From an optimization exercise on the open Yosys and OpenROAD flow, aimed at small area, a short achievable clock period and few clock cycles; shortcuts taken in it are not production practice. Function was checked by simulation only, so behaviour that the tests miss may differ from the original. No driver is modelled on the clock port, so clocking that relies on it looks cheaper here than on a real chip. Power figures rest on the tool's default switching activity, not on a simulated workload.

## run A
==> flow/design.v (excerpt) <==
module IMC(
    clk,
    rst_n,
    IN_VALID,
    IN,
    OUT_VALID,
    OUT
    );
clock: 33.0 ns
lec_check: 0
cap_margin: 20
core_margin: 2
core_utilization: 70
slew_margin: 20
standard.sh (not shown) runs the stock make flow with config.mk's settings and CLKGATE_MAP_FILE= SYNTH_SCRIPT=/design/flow/synth_recipe.tcl, a recipe that flattens the netlist after the stock synthesis.
==> flow/flow/run.sh <==
#!/bin/bash
# Layout flow: the standard synthesis, then the combinational logic between
# the (unchanged) flip-flops is mapped again by ABC for area; the rest is the
# standard ORFS layout, with the port buffers made of buf_2 cells.
set -euo pipefail
HERE=$(pwd)
F=$HERE/flow
LIB=$FLOW_HOME/platforms/sky130hd/lib/sky130_fd_sc_hd__tt_025C_1v80.lib
RES=$HERE/orfs/results/sky130hd/IMC/base
YOSYS=$FLOW_HOME/../tools/install/yosys/bin/yosys
[[ -x $YOSYS ]] || YOSYS=yosys

# 1. standard synthesis
bash standard.sh synth > synth.log 2>&1

# 2. re-map the combinational logic
cp $RES/1_2_yosys.v $HERE/standard_netlist.v
{
  echo "read_liberty -ignore_miss_func $LIB"
  echo "blackbox $(tr '\n' ' ' < $F/seq_cells.txt)"
  echo "read_verilog $HERE/standard_netlist.v"
  echo "hierarchy -top $FLOW_TOP"
  echo "flatten"
  echo "hierarchy -top $FLOW_TOP"
  echo "opt -purge"
  echo "abc -liberty $LIB -script $F/area.abc $(sed 's/^/-dont_use /' $F/dont_use.txt | tr '\n' ' ')"
  echo "opt_clean -purge"
  echo "hilomap -singleton -hicell sky130_fd_sc_hd__conb_1 HI -locell sky130_fd_sc_hd__conb_1 LO"
  echo "splitnets"
  echo "opt_clean -purge"
  echo "stat -liberty $LIB"
  echo "write_verilog -noattr -noexpr -nohex -nodec $HERE/resynth.v"
} > $HERE/resynth.ys
$YOSYS -s $HERE/resynth.ys > resynth.log 2>&1
cp $HERE/resynth.v $RES/1_2_yosys.v
rm -f $RES/1_synth.odb $RES/1_synth.sdc
touch $RES/1_2_yosys.v

# 3. the standard layout from the new netlist
bash standard.sh BUFFER_PORTS_ARGS="-buffer_cell sky130_fd_sc_hd__buf_2" finish > layout.log 2>&1
Other scripts of this flow, unchanged in this note and not shown: flow/flow/area.abc, flow/flow/dont_use.txt, flow/flow/seq_cells.txt
Every stage of the flow completed for run A, and the final layout passed the timing, design-rule and antenna checks.
Testbench counts of run A, summed over its fixed seeds: cycles 118,728.
Inputs modified between run A and run B:
- CORE_UTILIZATION changed from 70 to 40
Result for run B and run A: all clean
Compared with run A, in run B first-pass iteration count of the detailed router went down, final area went up, final weighted congestion of routability-driven global placement went down.
Comparing run B against run A, there is no change at all in max-slew violation count.
In the flow results for run B and run A, the global routing usage on met2 is smaller on run B.
On run B: share of final-layout standard cells stronger than drive strength 1 is 0.22 points higher than what run A gave.
Lower via count was reported by run B, not run A.
Between run A and run B, the flow reports number of signal-net buffers in the layout increasing by a little under 10%.

========
v46:
Another version of the RTL of IMC (not shown whole).
Size in the first run: ~770 cells after synthesis, about 22 I/O pins, roughly 4400 um2 of cells after synthesis.
clock: 33.0 ns
lec_check: 0
cap_margin: 70
core_margin: 2
core_utilization: 40
slew_margin: 70
==> flow/flow/area.abc <==
strash
dc2
dch -f
amap
Scripts as last shown in full above: flow/flow/run.sh
Other scripts of this flow, unchanged in this note and not shown: flow/flow/dont_use.txt, flow/flow/seq_cells.txt
Testbench counts of v46, summed over its fixed seeds: cycles 118,728.
#### Input delta (v32 over v46)
- swapping 70 for 20 in CAP_MARGIN
- swapping 70 for 20 in SLEW_MARGIN
diff --git a/flow/flow/run.sh b/flow/flow/run.sh
--- a/flow/flow/run.sh
+++ b/flow/flow/run.sh
@@ -25,3 +25,3 @@
   echo "opt -purge"
-  echo "abc -liberty $LIB -script $F/area.abc $(sed 's/^/-dont_use /' $F/dont_use.txt | tr '\n' ' ')"
+  echo "abc -liberty $LIB -D 6000 -script $F/area.abc $(sed 's/^/-dont_use /' $F/dont_use.txt | tr '\n' ' ')"
   echo "opt_clean -purge"
==> flow/flow/area.abc <==
strash
dc2
dch -f
amap
topo
buffer -c
upsize -c
dnsize -c
NOTE: wire length per cell in v32 falls short of that of v46
Compared to v46, v32 has fill cell instance count of the final layout about 7% higher.
Across both runs, detailed-routed wire length on met2 was lower for v32 than for v46.
Between v32 and v46, it is v32 whose design area is lower, by 2.3%.
v32 ended up with a higher power than v46 did.
Any difference in post-route fraction of the period consumed by the critical path between v46 and v32 is small enough to ignore.
Synthesized cell area: v32 worse than v46
v32 vs v46: setup slack up in v32
Against v46, HPWL after detailed placement in v32 came out better.
Going from v46 to v32, the via count was found to have gone down by 143.
### v32 -> v19
diff --git a/flow/flow/run.sh b/flow/flow/run.sh
--- a/flow/flow/run.sh
+++ b/flow/flow/run.sh
@@ -25,3 +25,3 @@
   echo "opt -purge"
-  echo "abc -liberty $LIB -D 6000 -script $F/area.abc $(sed 's/^/-dont_use /' $F/dont_use.txt | tr '\n' ' ')"
+  echo "abc -liberty $LIB -script $F/area.abc $(sed 's/^/-dont_use /' $F/dont_use.txt | tr '\n' ' ')"
   echo "opt_clean -purge"
==> flow/flow/area.abc <==
strash
&get -n
&deepsyn -J 50
&put
dch -f
amap
topo
buffer -c
upsize -D 4500
dnsize -D 4500
Notes after the runs:
v19 -> v32: post-route fraction of the period consumed by the critical path flat. Cmp v19 and v32 / clock buffer count / higher: v32. Delta (v19 minus v32): post-synthesis instance area shows a reduction of about 12%; synthesis-to-finish area growth shows an increase of 0.48 points; count of multi-input combinational gates shows a reduction of 13%; global-route met2 utilization shows a reduction of 2.7 points; core box area shows a reduction of 11%. Compared with v32, overall power of the completed layout in v19 decreased by more than a quarter. In v19, non-clock buffer count is higher than in v32.
### v19 -> v20
==> flow/flow/area.abc <==
strash
dc2
dch -f
amap
| clock share of power | v20 vs v19 | 6.8 points lower |
Core utilization ends up lower on v19.
For v20, the cell at the slowest stage of the critical path was edfxtp_1, unlike v19, where it was dfxtp_1.
Hold slack: v19 and v20 compared, lower one is v19

========
IMC again, from the RTL that the note above started with.
==> flow/config.mk <==
export PLATFORM = sky130hd
export DESIGN_NAME = IMC
export DESIGN_NICKNAME = IMC
export VERILOG_FILES = /design/flow/design.v
export SDC_FILE = /design/flow/constraint.sdc
export NUM_CORES = 4
export LEC_CHECK = 0
export CAP_MARGIN = 20
export CORE_MARGIN = 2
export CORE_UTILIZATION = 40
export CTS_CLUSTER_DIAMETER = 200
export CTS_CLUSTER_SIZE = 50
export SLEW_MARGIN = 20
==> flow/constraint.sdc <==
create_clock -name core_clock -period 33.0 [get_ports {clk}]
set_input_delay 6.6000 -clock core_clock [delete_from_list [all_inputs] [get_ports {clk}]]
set_output_delay 6.6000 -clock core_clock [all_outputs]
set_load 0.01 [all_outputs]
==> flow/flow/run.sh <==
#!/bin/bash
# Layout flow: the standard synthesis, then the combinational logic between
# the (unchanged) flip-flops is mapped again by ABC for area; the rest is the
# standard ORFS layout, with the port buffers made of buf_2 cells.
set -euo pipefail
HERE=$(pwd)
F=$HERE/flow
LIB=$FLOW_HOME/platforms/sky130hd/lib/sky130_fd_sc_hd__tt_025C_1v80.lib
RES=$HERE/orfs/results/sky130hd/IMC/base
YOSYS=$FLOW_HOME/../tools/install/yosys/bin/yosys
[[ -x $YOSYS ]] || YOSYS=yosys

# 1. standard synthesis
bash standard.sh synth > synth.log 2>&1

# 2. re-map the combinational logic
cp $RES/1_2_yosys.v $HERE/standard_netlist.v
{
  echo "read_liberty -ignore_miss_func $LIB"
  echo "blackbox $(tr '\n' ' ' < $F/seq_cells.txt)"
  echo "read_verilog $HERE/standard_netlist.v"
  echo "hierarchy -top $FLOW_TOP"
  echo "flatten"
  echo "hierarchy -top $FLOW_TOP"
  echo "opt -purge"
  echo "abc -liberty $LIB -script $F/area.abc $(sed 's/^/-dont_use /' $F/dont_use.txt | tr '\n' ' ')"
  echo "opt_clean -purge"
  echo "hilomap -singleton -hicell sky130_fd_sc_hd__conb_1 HI -locell sky130_fd_sc_hd__conb_1 LO"
  echo "splitnets"
  echo "opt_clean -purge"
  echo "stat -liberty $LIB"
  echo "write_verilog -noattr -noexpr -nohex -nodec $HERE/resynth.v"
} > $HERE/resynth.ys
$YOSYS -s $HERE/resynth.ys > resynth.log 2>&1
cp $HERE/resynth.v $RES/1_2_yosys.v
rm -f $RES/1_synth.odb $RES/1_synth.sdc
touch $RES/1_2_yosys.v

# 3. the standard layout from the new netlist
bash standard.sh BUFFER_PORTS_ARGS="-buffer_cell sky130_fd_sc_hd__buf_2" finish > layout.log 2>&1
==> flow/flow/area.abc <==
strash
dc2
dch -f
amap
Other scripts of this flow, unchanged in this note and not shown: flow/flow/dont_use.txt, flow/flow/seq_cells.txt
The baseline passed the timing, design-rule and antenna checks.
Testbench counts at the start, summed over its fixed seeds: cycles 118,728.
==> next run, changes <==
==> flow/flow/area.abc (replaced) <==
strash
dc2
dch -f
amap
topo
buffer -c
upsize -D 4500
dnsize -D 4500
--- a/flow/config.mk
+++ b/flow/config.mk
@@ -10,4 +10,2 @@
 export CORE_UTILIZATION = 40
-export CTS_CLUSTER_DIAMETER = 200
-export CTS_CLUSTER_SIZE = 50
 export SLEW_MARGIN = 20
After rerunning: Utilization stays flat; worst setup slack improves by 0.21 ns; wire length came out lower slightly; cell count stays flat; power goes down slightly.

========
IMC, a different RTL version from the one above (not shown whole).
Size: about 22 I/O pins.
==> flow/config.mk <==
export PLATFORM = sky130hd
export DESIGN_NAME = IMC
export DESIGN_NICKNAME = IMC
export VERILOG_FILES = /design/flow/design.v
export SDC_FILE = /design/flow/constraint.sdc
export NUM_CORES = 4
export LEC_CHECK = 0
export CAP_MARGIN = 20
export CORE_MARGIN = 2
export CORE_UTILIZATION = 40
export SLEW_MARGIN = 20
==> flow/constraint.sdc <==
create_clock -name core_clock -period 33.0 [get_ports {clk}]
set_input_delay 6.6000 -clock core_clock [delete_from_list [all_inputs] [get_ports {clk}]]
set_output_delay 6.6000 -clock core_clock [all_outputs]
set_load 0.01 [all_outputs]
==> flow/flow/run.sh <==
#!/bin/bash
# Layout flow: the standard synthesis, then the combinational logic between
# the (unchanged) flip-flops is mapped again by ABC for area; the rest is the
# standard ORFS layout, with the port buffers made of buf_2 cells.
set -euo pipefail
HERE=$(pwd)
F=$HERE/flow
LIB=$FLOW_HOME/platforms/sky130hd/lib/sky130_fd_sc_hd__tt_025C_1v80.lib
RES=$HERE/orfs/results/sky130hd/IMC/base
YOSYS=$FLOW_HOME/../tools/install/yosys/bin/yosys
[[ -x $YOSYS ]] || YOSYS=yosys

# 1. standard synthesis
bash standard.sh synth > synth.log 2>&1

# 2. re-map the combinational logic
cp $RES/1_2_yosys.v $HERE/standard_netlist.v
{
  echo "read_liberty -ignore_miss_func $LIB"
  echo "blackbox $(tr '\n' ' ' < $F/seq_cells.txt)"
  echo "read_verilog $HERE/standard_netlist.v"
  echo "hierarchy -top $FLOW_TOP"
  echo "flatten"
  echo "hierarchy -top $FLOW_TOP"
  echo "opt -purge"
  echo "abc -liberty $LIB -D 7000 -script $F/area.abc $(sed 's/^/-dont_use /' $F/dont_use.txt | tr '\n' ' ')"
  echo "opt_clean -purge"
  echo "hilomap -singleton -hicell sky130_fd_sc_hd__conb_1 HI -locell sky130_fd_sc_hd__conb_1 LO"
  echo "splitnets"
  echo "opt_clean -purge"
  echo "stat -liberty $LIB"
  echo "write_verilog -noattr -noexpr -nohex -nodec $HERE/resynth.v"
} > $HERE/resynth.ys
$YOSYS -s $HERE/resynth.ys > resynth.log 2>&1
cp $HERE/resynth.v $RES/1_2_yosys.v
rm -f $RES/1_synth.odb $RES/1_synth.sdc
touch $RES/1_2_yosys.v

# 3. the standard layout from the new netlist
bash standard.sh BUFFER_PORTS_ARGS="-buffer_cell sky130_fd_sc_hd__buf_2" finish > layout.log 2>&1
==> flow/flow/area.abc <==
strash
dc2
dch -f
amap
topo
buffer -c
upsize -c
dnsize -c
Other scripts of this flow, unchanged in this note and not shown: flow/flow/dont_use.txt, flow/flow/seq_cells.txt
The starting point went through all stages and came out clean.
Testbench counts at the start, summed over its fixed seeds: cycles 118,728.
==> next run, changes <==
--- a/flow/flow/run.sh
+++ b/flow/flow/run.sh
@@ -24,5 +24,5 @@
   echo "hierarchy -top $FLOW_TOP"
   echo "opt -purge"
-  echo "abc -liberty $LIB -D 7000 -script $F/area.abc $(sed 's/^/-dont_use /' $F/dont_use.txt | tr '\n' ' ')"
+  echo "abc -liberty $LIB -script $F/area.abc $(sed 's/^/-dont_use /' $F/dont_use.txt | tr '\n' ' ')"
   echo "opt_clean -purge"
   echo "hilomap -singleton -hicell sky130_fd_sc_hd__conb_1 HI -locell sky130_fd_sc_hd__conb_1 LO"
==> flow/flow/area.abc (replaced) <==
strash
&get -n
&deepsyn -J 50
&put
dch -f
amap
topo
buffer -c
upsize -D 4500
dnsize -D 4500
- The new run ran to the end with no violations
- cell count went down by 15%
- global-route usage went down by 0.34 points
- final area went down by 20%
- maximum frequency hardly moves
- count of clock-buffer cells in the layout went down by 1
==> next run, changes <==
--- a/flow/flow/run.sh
+++ b/flow/flow/run.sh
@@ -2,5 +2,6 @@
 # Layout flow: the standard synthesis, then the combinational logic between
 # the (unchanged) flip-flops is mapped again by ABC for area; the rest is the
-# standard ORFS layout, with the port buffers made of buf_2 cells.
+# standard ORFS layout, with the port buffers made of buf_2 cells and the root
+# level of the clock tree dropped (flow/post_cts.tcl).
 set -euo pipefail
 HERE=$(pwd)
@@ -38,3 +39,3 @@
 
 # 3. the standard layout from the new netlist
-bash standard.sh BUFFER_PORTS_ARGS="-buffer_cell sky130_fd_sc_hd__buf_2" finish > layout.log 2>&1
+bash standard.sh BUFFER_PORTS_ARGS="-buffer_cell sky130_fd_sc_hd__buf_2" POST_CTS_TCL=$F/post_cts.tcl finish > layout.log 2>&1
==> flow/flow/post_cts.tcl (new file) <==
set block [ord::get_db_block]
set clk_net [$block findNet clk]
set roots {}
foreach it [$clk_net getITerms] {
  set inst [$it getInst]
  if {[string match *clkbuf* [[$inst getMaster] getName]]} { lappend roots $inst }
}
if {[llength $roots] == 1} {
  set root [lindex $roots 0]
  set root_out [[$root findITerm X] getNet]
  set leaves {}
  set others 0
  foreach it [$root_out getITerms] {
    set inst [$it getInst]
    if {$inst eq $root} continue
    if {[string match *clkbuf* [[$inst getMaster] getName]]} { lappend leaves $inst } else { incr others }
  }
  if {[llength $leaves] >= 1 && [llength $leaves] <= 4 && $others == 0} {
    foreach inst $leaves {
      set a [$inst findITerm A]
      $a disconnect
      $a connect $clk_net
    }
    [$root findITerm A] disconnect
    odb::dbInst_destroy $root
    odb::dbNet_destroy $root_out
    puts "post_cts: clock port now drives [llength $leaves] leaf buffers directly"
    estimate_parasitics -placement
  } else {
    puts "post_cts: tree left as built ([llength $leaves] leaves, $others other loads)"
  }
}
Effect: Area after synthesis stays the same. Routed wire length is about the same. Synthesized cell count stays the same. Sequential cell count is unchanged. Maximum frequency rises by about 2%.
==> next run, changes <==
--- a/flow/flow/run.sh
+++ b/flow/flow/run.sh
@@ -2,6 +2,5 @@
 # Layout flow: the standard synthesis, then the combinational logic between
 # the (unchanged) flip-flops is mapped again by ABC for area; the rest is the
-# standard ORFS layout, with the port buffers made of buf_2 cells and the root
-# level of the clock tree dropped (flow/post_cts.tcl).
+# standard ORFS layout, with the port buffers made of buf_2 cells.
 set -euo pipefail
 HERE=$(pwd)
@@ -39,3 +38,3 @@
 
 # 3. the standard layout from the new netlist
-bash standard.sh BUFFER_PORTS_ARGS="-buffer_cell sky130_fd_sc_hd__buf_2" POST_CTS_TCL=$F/post_cts.tcl finish > layout.log 2>&1
+bash standard.sh BUFFER_PORTS_ARGS="-buffer_cell sky130_fd_sc_hd__buf_2" finish > layout.log 2>&1
- CORE_UTILIZATION: 40 -> 55
removed: flow/flow/post_cts.tcl
=> Via count rises by 3.9%; design area goes down by 0.89%; total power rose by 4.3%; non-clock buffer count drops by 2; clock power increases by 25%; area after synthesis stays the same; worst hold slack gains 3.3 ps.

## what the ideal ports hide
Ports are ideal in the flow. The routed layouts listed here were re-timed in OpenROAD.
Step 1 assumes that a clkbuf_16 drives the clock port and a buf_2 every other input.
Step 2, shift: input delay + t, output delay - t, t = (earliest + latest rising clock arrival at the registers) / 2. This alone moves slack from input paths to output paths.
Three values: no drivers, after step 1, after step 2; two values: the first two.
run	t, ns	setup slack, ns	slew at the worst register clock pin (ns)	worst data-port slew with drivers (ns)	pins driven straight from the clock port
run A	0.336	25.568 / 25.568 / 25.419	0.10 / 0.10	0.03	1
run B	0.331	25.664 / 25.625 / 25.428	0.07 / 0.07	0.03	1
v46	0.333	25.633 / 25.599 / 25.574	0.09 / 0.09	0.03	1
v32	0.322	25.671 / 25.635 / 25.617	0.06 / 0.06	0.03	1
v19	0.330	25.658 / 25.624 / 25.764	0.10 / 0.10	0.03	1
v20	0.340	25.453 / 25.453 / 25.453	0.10 / 0.10	0.03	1
the first run of note 3	0.340	25.453 / 25.453 / 25.453	0.10 / 0.10	0.03	1
the second run of note 3	0.334	25.659 / 25.626 / 25.633	0.09 / 0.09	0.03	1
the first run of note 4	0.326	25.662 / 25.624 / 25.608	0.07 / 0.07	0.03	1
the second run of note 4	0.321	25.666 / 25.637 / 25.757	0.09 / 0.09	0.03	1
the third run of note 4	0.195	25.816 / 25.763 / 25.756	0.09 / 0.09	0.03	4
the fourth run of note 4	0.326	25.649 / 25.615 / 25.748	0.09 / 0.09	0.03	1
After both steps every run listed still meets setup and hold. For run B, which loses most, drivers alone change the setup slack by -0.039 ns; drivers and shift together by -0.236 ns.
